Background: an optimization exercise with open tools, aiming at small area. Do not read the settings as production practice. Function was checked by simulation only, so behaviour that the tests miss may differ from the original. Power and IR drop assume default switching activity.

`flow/config.mk`:
```
export PLATFORM = sky130hd
export DESIGN_NAME = top_freq_test
export DESIGN_NICKNAME = top_freq_test
export VERILOG_FILES = /design/flow/design.v
export SDC_FILE = /design/flow/constraint.sdc
export NUM_CORES = 4
export LEC_CHECK = 0
export CAP_MARGIN = 5
export CORE_MARGIN = 2
export CORE_UTILIZATION = 70
export SLEW_MARGIN = 5
```
`flow/constraint.sdc`:
```
create_clock -name core_clock -period 100.0 [get_ports {clk}]
set_input_delay 20.0000 -clock core_clock [delete_from_list [all_inputs] [get_ports {clk}]]
set_output_delay 20.0000 -clock core_clock [all_outputs]
set_load 0.01 [all_outputs]
```
`flow/design.v`:
```
module rca #(parameter N = 8) (
    input  [N-1:0] a,
    input  [N-1:0] b,
    input          ci,
    output [N-1:0] s,
    output         co
);
wire [N:0] c;
assign c[0] = ci;
genvar i;
generate
    for (i = 0; i < N; i = i + 1) begin : g
        assign s[i]   = a[i] ^ b[i] ^ c[i];
        assign c[i+1] = (a[i] & b[i]) | (a[i] & c[i]) | (b[i] & c[i]);
    end
endgenerate
assign co = c[N];
endmodule
module divrow (
    input  [12:0] w,
    input         a,
    input  [12:0] nd,      
    output [12:0] wo,
    output        q
);
wire [12:0] diff;
wire        c13;
rca #(13) u_sub(.a({w[11:0], a}), .b(nd), .ci(1'b1), .s(diff), .co(c13));
assign q  = w[12] | c13;
assign wo = q ? diff : {w[11:0], a};
endmodule
module freq_detector(
    input             clk,
    input             rst_n,
    input             pulse_in,
    output reg [18:0] freq
);
reg d1, d2, d3;
reg [24:0] S;       
reg [24:0] R;       
reg [11:0] Z;       
wire edge_c = d1 & ~d2;         
wire edge_d = d2 & ~d3;         
wire enext  = pulse_in & ~d1;   
wire win    = enext | edge_c | edge_d;
wire phase0 = ~(edge_c | edge_d);
wire big   = |S[24:13];
wire mid   = |S[12:7];
wire valid = big | mid | (S[6:0] >= 7'd67);
wire sat   = &S;
wire        inc = ~(edge_c | enext | sat);
wire [24:0] S1;
wire        s1c;
rca #(25) u_inc(.a(S), .b(25'd0), .ci(inc), .s(S1), .co(s1c));
wire [12:0] nS = ~S[12:0];
wire [12:0] w1, w2, w3, w4;
wire        q1, q2, q3, q4;
divrow u_r1(.w(R[12:0]), .a(phase0), .nd(nS), .wo(w1), .q(q1));
divrow u_r2(.w(w1),      .a(phase0), .nd(nS), .wo(w2), .q(q2));
divrow u_r3(.w(w2),      .a(1'b0),   .nd(nS), .wo(w3), .q(q3));
divrow u_r4(.w(w3),      .a(phase0), .nd(nS), .wo(w4), .q(q4));
wire [3:0] qb = {q1, q2, q3, q4};
wire [11:0] tl, t2l;
wire        tc, t2c;
rca #(12) u_t (.a(R[11:0]), .b(Z), .ci(1'b1), .s(tl), .co(tc));
wire        wrap = ~tc & ~|R[24:12];
rca #(12) u_t2(.a(tl), .b(S1[11:0] & {12{wrap}}), .ci(1'b0), .s(t2l), .co(t2c));
wire [12:0] uh = R[24:12] | (S1[24:12] & {13{wrap}});
wire [12:0] th;
wire        thc;
rca #(13) u_th(.a(uh), .b(13'h1fff), .ci(tc | t2c), .s(th), .co(thc));
wire [11:0] Zn;
wire        zc;
rca #(12) u_zinc(.a(Z), .b(12'd0), .ci(wrap & ~win), .s(Zn), .co(zc));
wire init_small = ~win & ~big & ~mid & (S[6:0] == 7'd65);
wire init_big   = ~win & ~big & (&S[12:0]);
always @(posedge clk or negedge rst_n) begin
    if (!rst_n) begin
        d1   <= 1'b0;
        d2   <= 1'b0;
        d3   <= 1'b0;
        S    <= 25'd1;
        freq <= 19'd0;
    end else begin
        d1 <= pulse_in;
        d2 <= d1;
        d3 <= d2;
        S  <= edge_d ? {23'd0, ~enext, 1'b1} : S1;
        if (edge_d & valid)
            freq <= big ? {7'd0, ~Z} : {~Z[6:0], R[20:13], qb};
    end
end
always @(posedge clk) begin
    if (init_small) begin
        Z <= ~12'd73;             
        R <= 25'd64;              
    end else if (init_big) begin
        Z <= ~12'd2441;           
        R <= 25'd3328;            
    end else begin
        Z <= Zn;
        if (win) begin
            R[12:0]  <= w4;
            R[20:13] <= {R[16:13], qb};
        end else begin
            R <= {th, t2l};
        end
    end
end
endmodule
module top_freq_test (
    input wire         clk        ,
    input wire         rst_n      ,
    input wire         pulse_sig_1,
    input wire         pulse_sig_2,
    input wire         pulse_sig_3,
    input wire         pulse_sig_4,
    output wire [19:0] freq_out_1 ,
    output wire [19:0] freq_out_2 ,
    output wire [19:0] freq_out_3 ,
    output wire [19:0] freq_out_4
);
wire [18:0] f1, f2, f3, f4;
assign freq_out_1 = {1'b0, f1};
assign freq_out_2 = {1'b0, f2};
assign freq_out_3 = {1'b0, f3};
assign freq_out_4 = {1'b0, f4};
freq_detector u_freq_detector_0(.clk(clk), .rst_n(rst_n), .pulse_in(pulse_sig_1), .freq(f1));
freq_detector u_freq_detector_1(.clk(clk), .rst_n(rst_n), .pulse_in(pulse_sig_2), .freq(f2));
freq_detector u_freq_detector_2(.clk(clk), .rst_n(rst_n), .pulse_in(pulse_sig_3), .freq(f3));
freq_detector u_freq_detector_3(.clk(clk), .rst_n(rst_n), .pulse_in(pulse_sig_4), .freq(f4));
endmodule
```
`flow/flow/run.sh`:
```
#!/bin/bash
# Standard ORFS layout (the standard.sh, unchanged synthesis) with two
# changes: ports are buffered with the small sky130 buf_1 instead of the
# default pick, and clock tree synthesis uses larger sink clusters, clkbuf_16 leaf buffers (clkbuf_4 above them)
# buffers and no dummy loads.
set -euo pipefail
export BUFFER_PORTS_ARGS="-buffer_cell sky130_fd_sc_hd__buf_1"
export CTS_ARGS="-sink_clustering_enable -repair_clock_nets -dont_use_dummy_load -sink_clustering_size 28 -sink_clustering_max_diameter 70 -buf_list {sky130_fd_sc_hd__clkbuf_16} -tree_buf sky130_fd_sc_hd__clkbuf_4 -root_buf sky130_fd_sc_hd__clkbuf_4"
bash standard.sh > standard.log 2>&1
```
`flow/standard.sh`:
```
#!/bin/bash
# synth_recipe.tcl (not shown) runs the flow's synth.tcl, then flattens the netlist and writes it again
# the make line also repeats each setting of config.mk as NAME=value (left out here)
make -C /OpenROAD-flow-scripts/flow DESIGN_CONFIG=/design/flow/config.mk WORK_HOME=/design/flow/orfs CLKGATE_MAP_FILE= SYNTH_SCRIPT=/design/flow/synth_recipe.tcl "${@:-finish}"
```
==> results.sh <==
export IMPL_status="finished clean"
export IMPL_fin_tns_setup_ns=0
export IMPL_area_delta_synth_final_pct=5.18
export IMPL_worstSetupPathType="in -> reg"
export IMPL_routedWlPerCell_um=19.9
export IMPL_synth_seq_cells=336
export IMPL_synth_async_reset_ratio_pct=56.0
export IMPL_clk_latency_ns=0.86
export IMPL_core_region_area_um2=34500
export IMPL_cts_sinks=336
export IMPL_start_util_pct=70.9
export IMPL_vias_per_cell=6.18
export IMPL_r2r_setup_slack_ns=74.24
export IMPL_crit_family="adder cells"
export IMPL_drt_iter0_drc=1080
export IMPL_cp_required_ns=100.71
export IMPL_dieArea_um2=36400
export IMPL_cts_max_level=1
export IMPL_crit_path_max_fanout=4
export IMPL_critPathCapture="u_freq_detector_3.R[24]"
export IMPL_most_common_layout_cells="276 x fa_1, 213 x inv_1, 208 x ha_1"
export IMPL_tightest_slew_ns=1.22
export IMPL_clock_skew_ns=0.0677
export IMPL_clkTransAtPathRegs_ns=0.10
export IMPL_cp_slowest_cell="fa_1"
export IMPL_synth_cell_type_count=59
export IMPL_route_detailed_drc=0
export IMPL_cts_resized_gates=0
export IMPL_min_from="u_freq_detector_3.d1"
export IMPL_r2r_end="u_freq_detector_1.R[0]"
export IMPL_peakVddDrop_v=0.0000321
export IMPL_rsz0062_at_grt="no"
export IMPL_path_buf_inv=3
export IMPL_netlist_area_um2=24400
export IMPL_cp_arrival_ns=28.23
export IMPL_finalPower_uw=643
export IMPL_finalSetupViolations=0
export IMPL_gp_congestion=0.892
export IMPL_clockRootBuffer="clkbuf_4"
export IMPL_start_kind="primary input"
export IMPL_hold_path_class="reg -> reg"
export IMPL_slew_viol_final=0
export IMPL_synth_edff_count=0
export IMPL_dp_hpwl_mm=43.6
export IMPL_grtUsageTotal_pct=32.9
export IMPL_fin_crit_sh_pct=27.5
export IMPL_fin_nets=2881
export IMPL_cts_made_buffers=24
export IMPL_hold_buffers=0
export IMPL_antenna_found_initial=2
export IMPL_hold_violations=0
export IMPL_grt_pass1_vias=18510
export IMPL_die_h_um=191
export IMPL_cp_slowest_stage_delay_ns=0.42
export IMPL_period_needed_ns=27.52
export IMPL_ys_flop_type="dfrtp_1"
export IMPL_routed_wl_mm=56.5
export IMPL_die_width_um=191
export IMPL_cp_num_cells=36
export IMPL_layout_drive_gt1_share_pct=6.28
export IMPL_r2r_cells=72
export IMPL_rows=68
export IMPL_seq_area_frac_synth_pct=31.4
export IMPL_pwr_density_cell_nw_per_um2=25.0
export IMPL_fmaxAchievable_mhz=36.3
export IMPL_r2r_start="u_freq_detector_1.d3"
export IMPL_relSlewSlack_pct=18.8
export IMPL_post_cts_setup_buffers=0
export IMPL_drtPass1Iterations=5
export IMPL_crit_start="pulse_sig_4"
export IMPL_max_cap_violations=0
export IMPL_cts_buffer_depth=3
export IMPL_p_leak_uw=0.0118
export IMPL_ioPinCount=86
export IMPL_whs_ns=0.401
export IMPL_grt_max_degree=79
export IMPL_grt_pass1_wl_mm=95.0
export IMPL_crit_path_end_kind="register"
export IMPL_via_count=17573
export IMPL_final_common_cell="fa_1"
export IMPL_crit_top_cell="ha_1"
export IMPL_postSynthAreaPerCell_um2=10.3
export IMPL_synthCells=2364
export IMPL_tritoncts="done"
export IMPL_portBuffers=81
export IMPL_grt_ovfl_total=0
export IMPL_antenna_left=0
export IMPL_synth_warnings=1
sequential cells by signal, summed over array words and instances (netlist names), 12 cells and up:
register,cells
u_freq_detector_0.R,25
u_freq_detector_0.S,25
u_freq_detector_1.R,25
u_freq_detector_1.S,25
u_freq_detector_2.R,25
u_freq_detector_2.S,25
u_freq_detector_3.R,25
u_freq_detector_3.S,25
u_freq_detector_0.freq,19
u_freq_detector_1.freq,19
u_freq_detector_2.freq,19
u_freq_detector_3.freq,19
u_freq_detector_0.Z,12
u_freq_detector_1.Z,12
u_freq_detector_2.Z,12
u_freq_detector_3.Z,12
stage by stage:
stage | std cells | utilization (%) | area [um2] | setup WS, ns
after detailed placement | 2819 | 72.9 | 25100 | 71.64
after CTS | 2843 | 74.5 | 25700 | 72.54
final | 2845 | 74.6 | 25700 | 72.48
after global placement | 2819 | 72.9 | 25100 | 71.75
after global routing | 2845 | 74.6 | 25700 | 72.18
after floorplan | 2367 | - | 24400 | 72.35
kinds of logic after synthesis:
family	Yosys count	synth area share, %
AND/OR/NAND/NOR	666	13.4
adder cells (fa/ha/maj)	484	33.3
AO/OA/AOI/OAI	408	10.6
flip-flops	336	31.4
buffers and inverters	324	5.21
multiplexers	133	5.71
XOR/XNOR	12	0.430
other	1	0.0154
cell usage after synthesis, drive strengths merged, types with 5 or more instances:
| cell | n | area, um2 |
|---|---|---|
| nand2 | 200 | 751 |
| nor2 | 157 | 589 |
| and2 | 107 | 669 |
| a31oi | 7 | 43.8 |
| o21ai | 121 | 606 |
| nand4 | 20 | 125 |
| nor4b | 6 | 58.8 |
| nand3 | 22 | 110 |
| buf | 29 | 166 |
| fa | 276 | 5530 |
| o31ai | 35 | 263 |
| dfxtp | 148 | 2960 |
| a21o | 14 | 105 |
| xor2 | 5 | 43.8 |
| nor3 | 20 | 100 |
| a221oi | 15 | 150 |
| a211oi | 56 | 420 |
| nor2b | 29 | 181 |
| o21a | 7 | 52.6 |
| clkbuf | 82 | 308 |
| nand2b | 31 | 194 |
| dfrtp | 184 | 4600 |
| xnor2 | 7 | 61.3 |
| or2 | 24 | 150 |
| mux2 | 51 | 574 |
| inv | 213 | 800 |
| ha | 208 | 2600 |
| a21oi | 107 | 539 |
| mux2i | 82 | 821 |
| o32ai | 21 | 184 |
| nor4 | 35 | 219 |
per-layer routing:
layer	global-route usage [%]	share of wire (%)	vias up
li1	-	-	8046
met1	47.4	43	8773
met2	52.7	47	630
met3	4.36	6.6	122
met4	9.66	2.9	2
met5	0	0.035	-
power by group:
| group | total, uW | switching [uW] | leakage [uW] | internal, uW |
|---|---|---|---|---|
| sequential | 182 | 25.4 | 0.00379 | 156 |
| clock | 83.7 | 46.0 | 0.000273 | 37.7 |
| combinational | 378 | 213 | 0.00772 | 165 |
| total | 643 | 284 | 0.0118 | 359 |
worst min-delay path by stage:
stage	endpoint	slack, ns	cells past startpoint
final	u_freq_detector_3.d2	0.40	0
after global routing	u_freq_detector_3.d2	0.41	0
after CTS	u_freq_detector_3.d2	0.40	0
after detailed placement	u_freq_detector_3.d2	0.38	0
after global placement	u_freq_detector_3.d2	0.38	0
after floorplan	u_freq_detector_2.d2	0.37	0
final cells by class:
| type | count | area (um2) |
|---|---|---|
| Sequential cell | 336 | 7670 |
| Clock buffer | 24 | 548 |
| Tap cell | 455 | 569 |
| Inverter | 213 | 800 |
| Multi-Input combinational cell | 1707 | 15600 |
| Timing Repair Buffer | 109 | 526 |
| Fill cell | 2540 | 8760 |
| Antenna cell | 1 | 2.50 |

[static timing again, ports no longer ideal]
The flow's constraints put no driver on any port. The routed layout listed below was extracted and timed again, unchanged, in two steps. Step 1 assumes that a clkbuf_16 drives the clock port and a buf_2 every other input. Step 2 moves the port delays by t, midway between the first and last clock arrival at a register: inputs arrive t later, outputs are due t later. That takes back most of the time a late clock gives input paths. Three values: no drivers, after step 1, after step 2; two values: the first two.
t, ns: 0.873
setup WS [ns]: 72.476 / 72.497 / 71.623
worst register clock-pin slew, ns: 0.12 / 0.12
After both steps setup and hold are still met in this run. For this run, drivers alone change the setup slack by +0.021 ns; drivers and shift together by -0.853 ns.
